This is an optimization exercise on Yosys and OpenROAD, whose aim is small area and few clock cycles per item, not a production implementation.
At most, simulation tests tie the RTL to the original design; equivalence was not proved.

==> inputs of branch juniper <==
==> flow/design.v (excerpt) <==
module subc_divide(
    input  logic         clk,
    input  logic         rst,
    input  logic         invalid,
    output logic         inready,
    input  logic [31:0]  a,
    input  logic [31:0]  b,
    input  logic [5:0]   nbits,
    input  logic         outready,
    output logic         outvalid,
    output logic [31:0]  z
);
==> module subc_divide, before the edit <==
module subc_divide(
    input  logic         clk,
    input  logic         rst,
    input  logic         invalid,
    output logic         inready,
    input  logic [31:0]  a,
    input  logic [31:0]  b,
    input  logic [5:0]   nbits,
    input  logic         outready,
    output logic         outvalid,
    output logic [31:0]  z
);
    localparam int K  = 2;
    localparam int MS = (32 + K - 1) / K;      
    localparam int QW = K * MS;                
    localparam int DW = 1;                     
    localparam int CW = 5;                     
    logic [31:0]   b_r;       
    logic [31:0]   r_r;       
    logic [QW-1:0] q_r;       
    logic [DW-1:0] d_r;       
    logic [CW-1:0] cnt;       
    logic          busy;      
    logic          ov;        
    assign inready  = ~busy & (~ov | outready);
    assign outvalid = ov;
    assign z        = 32'(q_r >> d_r);
    wire acc = invalid & inready;
    function automatic logic [32:0] step(input logic [31:0] ri, input logic [31:0] bi);
        logic [31:0] t, p, g, c, gg, pp, gn, pn;
        logic        qb;
        t  = {ri[30:0], 1'b0};
        p  = t ^ ~bi;
        g  = t & ~bi;
        gg = {g[31:1], g[0] | p[0]};        
        pp = p;
        for (int l = 0; l < 5; l++) begin
            gn = gg;
            pn = pp;
            for (int i = 0; i < 32; i++)
                if (((i >> l) & 1) == 1) begin
                    gn[i] = gg[i] | (pp[i] & gg[((i >> l) << l) - 1]);
                    pn[i] = pp[i] & pp[((i >> l) << l) - 1];
                end
            gg = gn;
            pp = pn;
        end
        c  = {gg[30:0], 1'b1};              
        qb = ri[31] | gg[31];
        step = {qb, qb ? (p ^ c) : t};
    endfunction
    logic [31:0]  rs [0:K];
    logic [K-1:0] qb;
    wire  [31:0]  bs = busy ? b_r : b;
    assign rs[0] = busy ? r_r : a;
    for (genvar i = 0; i < K; i++) begin : g_step
        wire [32:0] st = step(rs[i], bs);
        assign qb[K-1-i] = st[32];
        assign rs[i+1]   = st[31:0];
    end
    logic [CW-1:0] m_in;
    logic [DW-1:0] d_in;
    always_comb begin
        m_in = '0;
        d_in = '0;
        for (int i = 0; i <= 32; i++)
            if (nbits == 6'(i)) begin
                m_in = CW'((i + K - 1) / K);
                d_in = DW'(K * ((i + K - 1) / K) - i);
            end
    end
    always_ff @(posedge clk) begin
        r_r <= rs[K];
        b_r <= bs;
        if (acc)
            d_r <= d_in;
        if (acc)
            q_r <= (nbits == 6'd0) ? '0 : QW'(qb);
        else if (busy)
            q_r <= {q_r[QW-1-K:0], qb};
        if (~busy)
            cnt <= m_in - CW'(1);
        else
            cnt <= cnt - CW'(1);
    end
    always_ff @(posedge clk) begin
        if (rst) begin
            busy <= 1'b0;
            ov   <= 1'b0;
        end else if (busy) begin
            if (cnt == CW'(1)) begin
                busy <= 1'b0;
                ov   <= 1'b1;
            end
        end else if (acc) begin
            busy <= (m_in > CW'(1));
            ov   <= (m_in <= CW'(1));
        end else if (outready) begin
            ov   <= 1'b0;
        end
    end
endmodule
export LEC_CHECK = 0
export ABC_AREA = 1
export CAP_MARGIN = 20
export CORE_MARGIN = 2
export CORE_UTILIZATION = 40
export SLEW_MARGIN = 20
create_clock -name core_clock -period 8.0 [get_ports {clk}]
standard.sh (not shown) runs the stock make flow with config.mk's settings and CLKGATE_MAP_FILE= SYNTH_SCRIPT=/design/flow/synth_recipe.tcl, a recipe that flattens the netlist after the stock synthesis.
==> flow/flow/run.sh <==
#!/bin/bash
# The standard layout, with the port buffers made of the smallest buffer cell
# (buf_1) instead of the delay buffer buffer_ports picks by default. Every
# input and output port still gets its own buffer.
set -euo pipefail
export BUFFER_PORTS_ARGS="-buffer_cell sky130_fd_sc_hd__buf_1"
bash standard.sh finish > standard_flow.log 2>&1
==> branch lagoon: changes against branch juniper <==
==> flow/design.v (replaced) <==
`timescale 1ns/1ps
module subc_divide(
    input  logic         clk,
    input  logic         rst,
    input  logic         invalid,
    output logic         inready,
    input  logic [31:0]  a,
    input  logic [31:0]  b,
    input  logic [5:0]   nbits,
    input  logic         outready,
    output logic         outvalid,
    output logic [31:0]  z
);
    localparam int K  = 4;
    localparam int KW = $clog2(K);
    logic [31:0]   b_r;       
    logic [31:0]   r_r;       
    logic [31:0]   q_r;       
    logic [KW-1:0] d_r;       
    logic [2:0]    cnt;       
    logic          busy;      
    logic          ov;        
    assign inready  = ~busy & (~ov | outready);
    assign outvalid = ov;
    assign z        = q_r >> d_r;
    wire acc = invalid & inready;
    logic [31:0]  rs [0:K];
    logic [K-1:0] qb;
    wire  [31:0]  bs = busy ? b_r : b;
    assign rs[0] = busy ? r_r : a;
    for (genvar i = 0; i < K; i++) begin : g_step
        wire [31:0] t  = {rs[i][30:0], 1'b0};
        wire [32:0] df = {1'b0, t} + {1'b0, ~bs} + 33'd1;
        assign qb[K-1-i] = rs[i][31] | df[32];
        assign rs[i+1]   = qb[K-1-i] ? df[31:0] : t;
    end
    wire [5:0] nb1 = nbits + 6'(K - 1);
    wire [2:0] m1  = 3'((nb1 >> KW) - 1);
    always_ff @(posedge clk) begin
        r_r <= rs[K];
        if (~busy)
            b_r <= b;
        if (acc)
            d_r <= KW'(-nbits);
        if (acc)
            q_r <= (nbits == 6'd0) ? 32'd0 : {{(32-K){1'b0}}, qb};
        else if (busy)
            q_r <= {q_r[31-K:0], qb};
        if (~busy)
            cnt <= m1;
        else
            cnt <= cnt - 3'd1;
    end
    always_ff @(posedge clk) begin
        if (rst) begin
            busy <= 1'b0;
            ov   <= 1'b0;
        end else if (busy) begin
            if (cnt == 3'd1) begin
                busy <= 1'b0;
                ov   <= 1'b1;
            end
        end else if (acc) begin
            busy <= (nb1[5:KW] > 1);
            ov   <= ~(nb1[5:KW] > 1);
        end else if (outready) begin
            ov   <= 1'b0;
        end
    end
endmodule
==> flow/run.sh (new file) <==
#!/bin/bash
# synth_recipe.tcl (not shown) runs the flow's synth.tcl, then flattens the netlist and writes it again
# the make line also repeats each setting of config.mk as NAME=value (left out here)
make -C /OpenROAD-flow-scripts/flow DESIGN_CONFIG=/design/flow/config.mk WORK_HOME=/design/flow/orfs CLKGATE_MAP_FILE= SYNTH_SCRIPT=/design/flow/synth_recipe.tcl finish
- ABC_AREA: 1 -> unset
removed: flow/flow/run.sh
removed: flow/standard.sh
==> branch sierra: changes against branch juniper <==
==> flow/design.v (replaced) <==
`timescale 1ns/1ps
module subc_divide(
    input  logic         clk,
    input  logic         rst,
    input  logic         invalid,
    output logic         inready,
    input  logic [31:0]  a,
    input  logic [31:0]  b,
    input  logic [5:0]   nbits,      
    input  logic         outready,
    output logic         outvalid,
    output logic [31:0]  z
);
    logic [31:0] a_reg, b_reg;
    logic [31:0] z_reg;
    logic [5:0]  count;
    logic [5:0]  nbits_reg;  
    typedef enum logic [1:0] {
        IDLE,
        RUN,
        DONE
    } state_t;
    state_t current_state;
    always_comb begin
            inready=0;
            outvalid=0;
	    if(current_state==IDLE)begin
		inready=1;
		outvalid=0;
	    end
   	    if(current_state==RUN)begin
		inready=0;
		outvalid=0;
	    end
	    if(current_state==DONE)begin
	    	inready=0;
		outvalid=1;
	    end
          z=z_reg;
    end
    always_ff@(posedge clk)begin
	    if(rst)begin
		    current_state<=IDLE;
		    a_reg<='0;
		    b_reg<='0;
		    z_reg<='0;
		    count<='0;
		    nbits_reg<='0;
	    end else begin
			case(current_state)
				IDLE:begin
				 if(invalid)begin
					 a_reg<=a;
					 count<='0;
					 z_reg<='0;
					 b_reg<=b;
				         nbits_reg<=nbits;
					 if(nbits==0)
					 current_state<=DONE;
				 	else
						current_state<=RUN;
				 end
			         end
			 	RUN:begin
					logic [32:0] a_shift;
					logic [32:0] b_comp;
					a_shift={a_reg,1'b0};
					b_comp={1'b0,b_reg};
					if(a_shift>=b_comp)begin
						a_reg<=32'(a_shift-b_comp);
						z_reg<=(z_reg<<1)|1'b1;
					end else begin
						a_reg<=32'(a_shift);
						z_reg<=(z_reg<<1);
					end
					count<=count+1;
					if(nbits_reg-1==count)begin
						current_state<=DONE;
					end
				end
				DONE:begin
					if(outready)begin
						current_state<=IDLE;
					end	
					end
				default : current_state<=IDLE;
			 	endcase
	    end
    end
endmodule
==> flow/run.sh (new file) <==
#!/bin/bash
# synth_recipe.tcl (not shown) runs the flow's synth.tcl, then flattens the netlist and writes it again
# the make line also repeats each setting of config.mk as NAME=value (left out here)
make -C /OpenROAD-flow-scripts/flow DESIGN_CONFIG=/design/flow/config.mk WORK_HOME=/design/flow/orfs CLKGATE_MAP_FILE= SYNTH_SCRIPT=/design/flow/synth_recipe.tcl finish
- ABC_AREA: 1 -> unset
removed: flow/flow/run.sh
removed: flow/standard.sh
==> branch violet: changes against branch juniper <==
- ABC_AREA: 1 -> unset
- GPL_TIMING_DRIVEN: unset -> 0
==> comparison table <==
                                                                      branch lagoon  branch sierra  branch violet  branch juniper
Status                                                     finished with violations  no timing/DRC/antenna violations  no timing/DRC/antenna violations  no timing/DRC/antenna violations
Layout check failures                                          negative setup slack              -              -               -
Worst-margin pin slew                                                     0.7617 ns       1.039 ns      0.7597 ns       0.9279 ns
Post-layout min period                                                     11.58 ns       3.923 ns       7.669 ns        5.957 ns
Fraction of the mapped netlist area in simple logic gates                    14.79%         17.96%         10.76%          36.49%
Xor/xnor cell area share of the yosys netlist                                7.512%         4.255%         5.758%          2.111%
Initial antenna violation count                                                   1              0              0               0
Fin Hold WS                                                               0.4693 ns      0.4580 ns      0.5002 ns       0.5074 ns
Initial core utilization                                                     40.64%         40.61%         40.66%          41.06%
Final sum of negative setup slack                                        -115.78 ns           0 ns           0 ns            0 ns
Number of global-route vias before repair                                     14520           6046           5468            7459
Net total in the final layout                                                  2373            998           1017            1601
Synthesized netlist cell count                                                 1487            815            751            1366
Total length of routed met2 wires                                          23810 um        8359 um        7866 um         9747 um
Multi-input gates                                                              1247            609            566            1015
Non-filler cells, final                                                        2576           1110           1108            1733
Testbench counts of branch juniper, summed over its fixed seeds: cycles 27,628, items 3,200.
Testbench counts of branch violet, summed over its fixed seeds: cycles 27,628, items 3,200.
Function not checked in branch lagoon and branch sierra: the RTL went through the layout flow alone.

==> what the ideal ports hide <==
Ports are ideal in the flow. The routed layouts listed here were re-timed in OpenROAD. Step 1 assumes that a clkbuf_16 drives the clock port and a buf_2 every other input. Step 2 moves the port delays by t, midway between the first and last clock arrival at a register: inputs arrive t later, outputs are due t later. That takes back most of the time a late clock gives input paths. Three values: no drivers, after step 1, after step 2; two values: the first two.
| run | t, ns | slack for setup (ns) | slew at the worst register clock pin (ns) | pins driven straight from the clock port |
|---|---|---|---|---|
| branch juniper | 0.403 | 2.043 / 2.065 / 1.662 | 0.09 / 0.09 | 1 |
| branch lagoon | 0.433 | -3.581 / -3.562 / -3.995 | 0.09 / 0.09 | 1 |
| branch sierra | 0.407 | 4.077 / 4.089 / 3.682 | 0.09 / 0.09 | 1 |
| branch violet | 0.397 | 0.331 / 0.331 / 0.052 | 0.08 / 0.08 | 1 |
For branch lagoon, which loses most, drivers alone change the setup slack by +0.019 ns; drivers and shift together by -0.414 ns.
